This design comes from an exercise in tuning for small area, a short achievable clock period and few clock cycles per item on the open sky130 flow, not from production work.
Function was checked by simulation only, so behaviour that the tests miss may differ from the original.
Power figures rest on the tool's default switching activity, not on a simulated workload.

Setup of main:
Design srt_4_div, start of the top module:
module srt_4_div#(
parameter DW = 32)(
input 				clk,
input 				rst_n,
input				start,
input[DW-1:0]		dividend,
input[DW-1:0] 		divisor,
output[DW-1:0] 		quotient,
output[DW-1:0] 		reminder,
output				divfinish,
output				diverror
);
For scale: roughly 120 flip-flops, about 130 I/O pins, ~7900 um2 of cells after synthesis.
==> flow/config.mk <==
export PLATFORM = sky130hd
export DESIGN_NAME = srt_4_div
export DESIGN_NICKNAME = srt_4_div
export VERILOG_FILES = /design/flow/design.v
export SDC_FILE = /design/flow/constraint.sdc
export NUM_CORES = 4
export LEC_CHECK = 0
export CAP_MARGIN = 20
export CORE_MARGIN = 2
export CORE_UTILIZATION = 60
export CTS_BUF_LIST = sky130_fd_sc_hd__clkbuf_4
export SLEW_MARGIN = 20
==> flow/constraint.sdc <==
create_clock -name core_clock -period 10.0 [get_ports {clk}]
set_input_delay 2.0000 -clock core_clock [delete_from_list [all_inputs] [get_ports {clk}]]
set_output_delay 2.0000 -clock core_clock [all_outputs]
set_load 0.01 [all_outputs]
standard.sh (not shown) runs the stock make flow with config.mk's settings and CLKGATE_MAP_FILE= SYNTH_SCRIPT=/design/flow/synth_recipe.tcl, a recipe that flattens the netlist after the stock synthesis.
==> flow/flow/run.sh <==
#!/bin/bash
# Standard ORFS layout (the standard.sh) with extra make variables, one
# per line in flow/args.txt: e.g. a setup repair margin aimed past the clock
# period, and the cell used for the port buffers.
set -euo pipefail
HERE=$(dirname "$0")
mapfile -t EXTRA < <(grep -v '^\s*$' "$HERE/args.txt")
bash standard.sh "${EXTRA[@]}" finish > make_finish.log 2>&1
==> flow/flow/args.txt <==
SETUP_SLACK_MARGIN=6.8
BUFFER_PORTS_ARGS=-buffer_cell sky130_fd_sc_hd__buf_1
Testbench counts of main, summed over its fixed seeds: cycles 27,282, divisions 3,200.
The inputs of the feature branch differ from those of main as listed below.
# main
export LEC_CHECK = 0
export CAP_MARGIN = 20
export CORE_MARGIN = 2
export CORE_UTILIZATION = 60
export CTS_BUF_LIST = sky130_fd_sc_hd__clkbuf_4
export SLEW_MARGIN = 20
create_clock -name core_clock -period 10.0 [get_ports {clk}]
# the feature branch
export LEC_CHECK = 0
export CAP_MARGIN = 20
export CORE_MARGIN = 2
export CORE_UTILIZATION = 60
export SLEW_MARGIN = 20
create_clock -name core_clock -period 10.0 [get_ports {clk}]
==> flow/flow/args.txt <==
SETUP_SLACK_MARGIN=6.5
BUFFER_PORTS_ARGS=-buffer_cell sky130_fd_sc_hd__buf_1
## What came out
Per the comparison of the feature branch with main, layout sequential cell count about even; portion of total power attributed to sequential cells went down; routing usage on met3 dropped 0.72 points; reported clock group power +about 60%; total routed wire length on the met1 layer saw a decrease. The feature branch reports a higher maximum number of pins on one net before global-route repair than main does. From main to the feature branch, basic-gate share of the synthesized area counting and, or, nand and nor cells did not move at all. Going from main to the feature branch, number of cells on the worst reg-to-reg path climbed 1, power climbed 0.95%, power share of the combinational group dropped 5.4 points, utilization after layout barely changed.

---

srt_4_div, a different RTL version from the one above (not shown whole).
Size: roughly 870 cells after synthesis, ~130 I/O pins, roughly 7900 um2 of cells after synthesis.
clock: 10.0 ns
lec_check: 0
cap_margin: 20
core_margin: 2
core_utilization: 65
cts_buf_list: sky130_fd_sc_hd__clkbuf_8
slew_margin: 20
==> flow/flow/args.txt <==
SETUP_SLACK_MARGIN=6.7
BUFFER_PORTS_ARGS=-buffer_cell sky130_fd_sc_hd__buf_1
Scripts as last shown in full above: flow/flow/run.sh
The starting point went through all stages and came out clean.
Testbench counts at the start, summed over its fixed seeds: cycles 27,282, divisions 3,200.
==> next run, changes <==
==> flow/flow/args.txt (replaced) <==
SETUP_SLACK_MARGIN=6.8
BUFFER_PORTS_ARGS=-buffer_cell sky130_fd_sc_hd__buf_1
CORE_UTILIZATION = 60   (was 65)
Global-route usage decreases by 3.6 points.
Hold slack gets worse by 0.0064 ns.
Final cell count increases by a few percent.
Utilization decreases by 4.2 points.
Synthesized area stays the same.
Cell area increases slightly.
Power decreases slightly.
Worst setup slack gets better by 0.059 ns.
Maximum frequency increases slightly.

---

srt_4_div again, from the RTL that the note above started with.
Design srt_4_div, start of the top module:
module srt_4_div#(
parameter DW = 32)(
input 				clk,
input 				rst_n,
input				start,
input[DW-1:0]		dividend,
input[DW-1:0] 		divisor,
output[DW-1:0] 		quotient,
output[DW-1:0] 		reminder,
output				divfinish,
output				diverror
);
clock: 10.0 ns
lec_check: 0
cap_margin: 20
core_margin: 2
core_utilization: 60
cts_buf_list: sky130_fd_sc_hd__clkbuf_8
slew_margin: 20
==> flow/flow/args.txt <==
SETUP_SLACK_MARGIN=6.8
BUFFER_PORTS_ARGS=-buffer_cell sky130_fd_sc_hd__buf_1
RECOVER_POWER=100
Scripts as last shown in full above: flow/flow/run.sh
The first run completed and failed the layout checks on capacitance limit, slew limit.
Testbench counts at the start, summed over its fixed seeds: cycles 27,282, divisions 3,200.
Then changed:
==> flow/flow/args.txt (replaced) <==
SETUP_SLACK_MARGIN=6.9
BUFFER_PORTS_ARGS=-buffer_cell sky130_fd_sc_hd__buf_1
Effect:
- This time the run completed without violations
- sequential share of layout area fell by 1.3 points
- clock power fell by a few percent
- via count rose slightly
- cell area rose by a few percent
- sequential power is about the same
Then changed:
==> flow/flow/args.txt (replaced) <==
SETUP_SLACK_MARGIN=6.8
BUFFER_PORTS_ARGS=-buffer_cell sky130_fd_sc_hd__buf_1
CORE_UTILIZATION = 70   (was 60)
What happened: The new run passed the timing, DRC and antenna checks; via count came out higher by 4.6%; worst setup slack got worse by 0.048 ns; count of clock-buffer cells in the layout stays the same; global-route usage came out higher by 7.7 points; worst hold slack barely changes; clock power barely changes; utilization came out higher by 8.5 points; total power came out lower by 0.58%; critical path depth stays the same; wire length came out higher by about 5%; synthesized cell count stays the same.
Then changed:
==> flow/flow/args.txt (replaced) <==
SETUP_SLACK_MARGIN=7.0
BUFFER_PORTS_ARGS=-buffer_cell sky130_fd_sc_hd__buf_1
CORE_UTILIZATION = 60   (was 70)
What happened:
- The new run completed without violations
- critical path depth went down by 1
- sequential power barely changes
- wire length goes down by 2.0%
- design area climbs by about 7.4%
- first-iteration DRC count came out lower by 14%
- setup slack gains 0.056 ns
- flip-flop and latch count is unchanged
- sequential share of layout area fell by 1.9 points
- area after synthesis does not change
- die area came out higher by 16%
- global-route usage is lower by 7.8 points

---

oak:
RTL: one of the versions met above, not the one the previous note started from.
For scale: ~910 cells after synthesis, about 130 I/O pins.
clock: 10.0 ns
lec_check: 0
cap_margin: 20
core_margin: 2
core_utilization: 60
slew_margin: 20
==> flow/flow/args.txt <==
SETUP_SLACK_MARGIN=6.8
BUFFER_PORTS_ARGS=-buffer_cell sky130_fd_sc_hd__buf_1
Scripts as last shown in full above: flow/flow/run.sh
oak ended with every stage complete and zero timing, DRC or antenna violations.
Testbench counts of oak, summed over its fixed seeds: cycles 27,282, divisions 3,200.
[inputs] pine vs oak
diff --git a/flow/config.mk b/flow/config.mk
--- a/flow/config.mk
+++ b/flow/config.mk
@@ -10,0 +11 @@
+export CTS_BUF_LIST = sky130_fd_sc_hd__clkbuf_8
==> comparison <==
In summary, pine completed successfully, with a layout that passed the timing, DRC and antenna checks.
pine vs oak — final critical-path required period dropped 0.011 ns.
In terms of final cycle utilization of the critical path, oak and pine differ only marginally.
In terms of total standard cell area after synthesis, pine and oak differ only marginally.
Worst-case headroom to the max-slew limit: pine < oak
Via count of the first global-routing pass: higher on oak
[pine] count of buffer and inverter cells on the critical path fell 1 relative to oak

---

srt_4_div with an RTL version that a note above also has.
Size: roughly 870 cells after synthesis, about 120 flip-flops, about 7900 um2 of cells after synthesis.
clock: 10.0 ns
lec_check: 0
cap_margin: 20
core_margin: 2
core_utilization: 65
cts_buf_list: sky130_fd_sc_hd__clkbuf_8
slew_margin: 20
Scripts as last shown in full above: flow/flow/run.sh, flow/flow/args.txt
Testbench counts at the start, summed over its fixed seeds: cycles 27,282, divisions 3,200.
Change:
PLACE_DENSITY = 0.85   (was not set)
Outcome: The changed run finished clean; combinational power barely changes; die area is unchanged; final area came out higher by 0.81%; power came out higher by 0.30%; via count drops by 1.6%; wire length fell by 3.8%; fmax came out lower by 1.6%.

afterwards: timing with drivers on the ports:
How much do the figures lean on ideal ports? The routed layouts below were timed once more, with nothing changed but the port constraints.
Step 1: set_driving_cell puts a clkbuf_16 on clk and a buf_2 on each other input, an assumption about the parent block.
Step 2, shift: input delay + t, output delay - t, t = (earliest + latest rising clock arrival at the registers) / 2. This alone moves slack from input paths to output paths.
Slacks: ideal / step 1 / step 2; pairs: ideal / step 1.
| run | t, ns | setup slack, ns | worst setup path at the end | latest minus earliest clock arrival (ns) |
|---|---|---|---|---|
| main | 0.579 | 6.719 / 6.702 / 6.211 | input to register | 0.019 / 0.020 |
| the feature branch | 0.469 | 6.618 / 6.643 / 6.174 | input to register | 0.015 / 0.015 |
| the first run of note 2 | 0.487 | 6.705 / 6.718 / 6.231 | input to register | 0.014 / 0.014 |
| the second run of note 2 | 0.498 | 6.764 / 6.764 / 6.312 | input to register | 0.015 / 0.014 |
| the first run of note 3 | 0.499 | 4.053 / 4.053 / 4.053 | register to register | 0.014 / 0.014 |
| the second run of note 3 | 0.492 | 6.770 / 6.770 / 6.391 | input to register | 0.010 / 0.011 |
| the third run of note 3 | 0.493 | 6.722 / 6.722 / 6.297 | input to register | 0.014 / 0.014 |
| the fourth run of note 3 | 0.483 | 6.778 / 6.778 / 6.407 | input to register | 0.013 / 0.013 |
| oak | 0.464 | 6.794 / 6.788 / 6.367 | input to register | 0.012 / 0.011 |
| pine | 0.485 | 6.805 / 6.792 / 6.369 | input to register | 0.012 / 0.012 |
| the first run of note 5 | 0.495 | 6.791 / 6.764 / 6.323 | input to register | 0.013 / 0.014 |
| the second run of note 5 | 0.495 | 6.740 / 6.740 / 6.333 | input to register | 0.018 / 0.018 |
The setup slack of main, which loses most, moves by -0.017 ns with the drivers and by -0.508 ns with both steps.
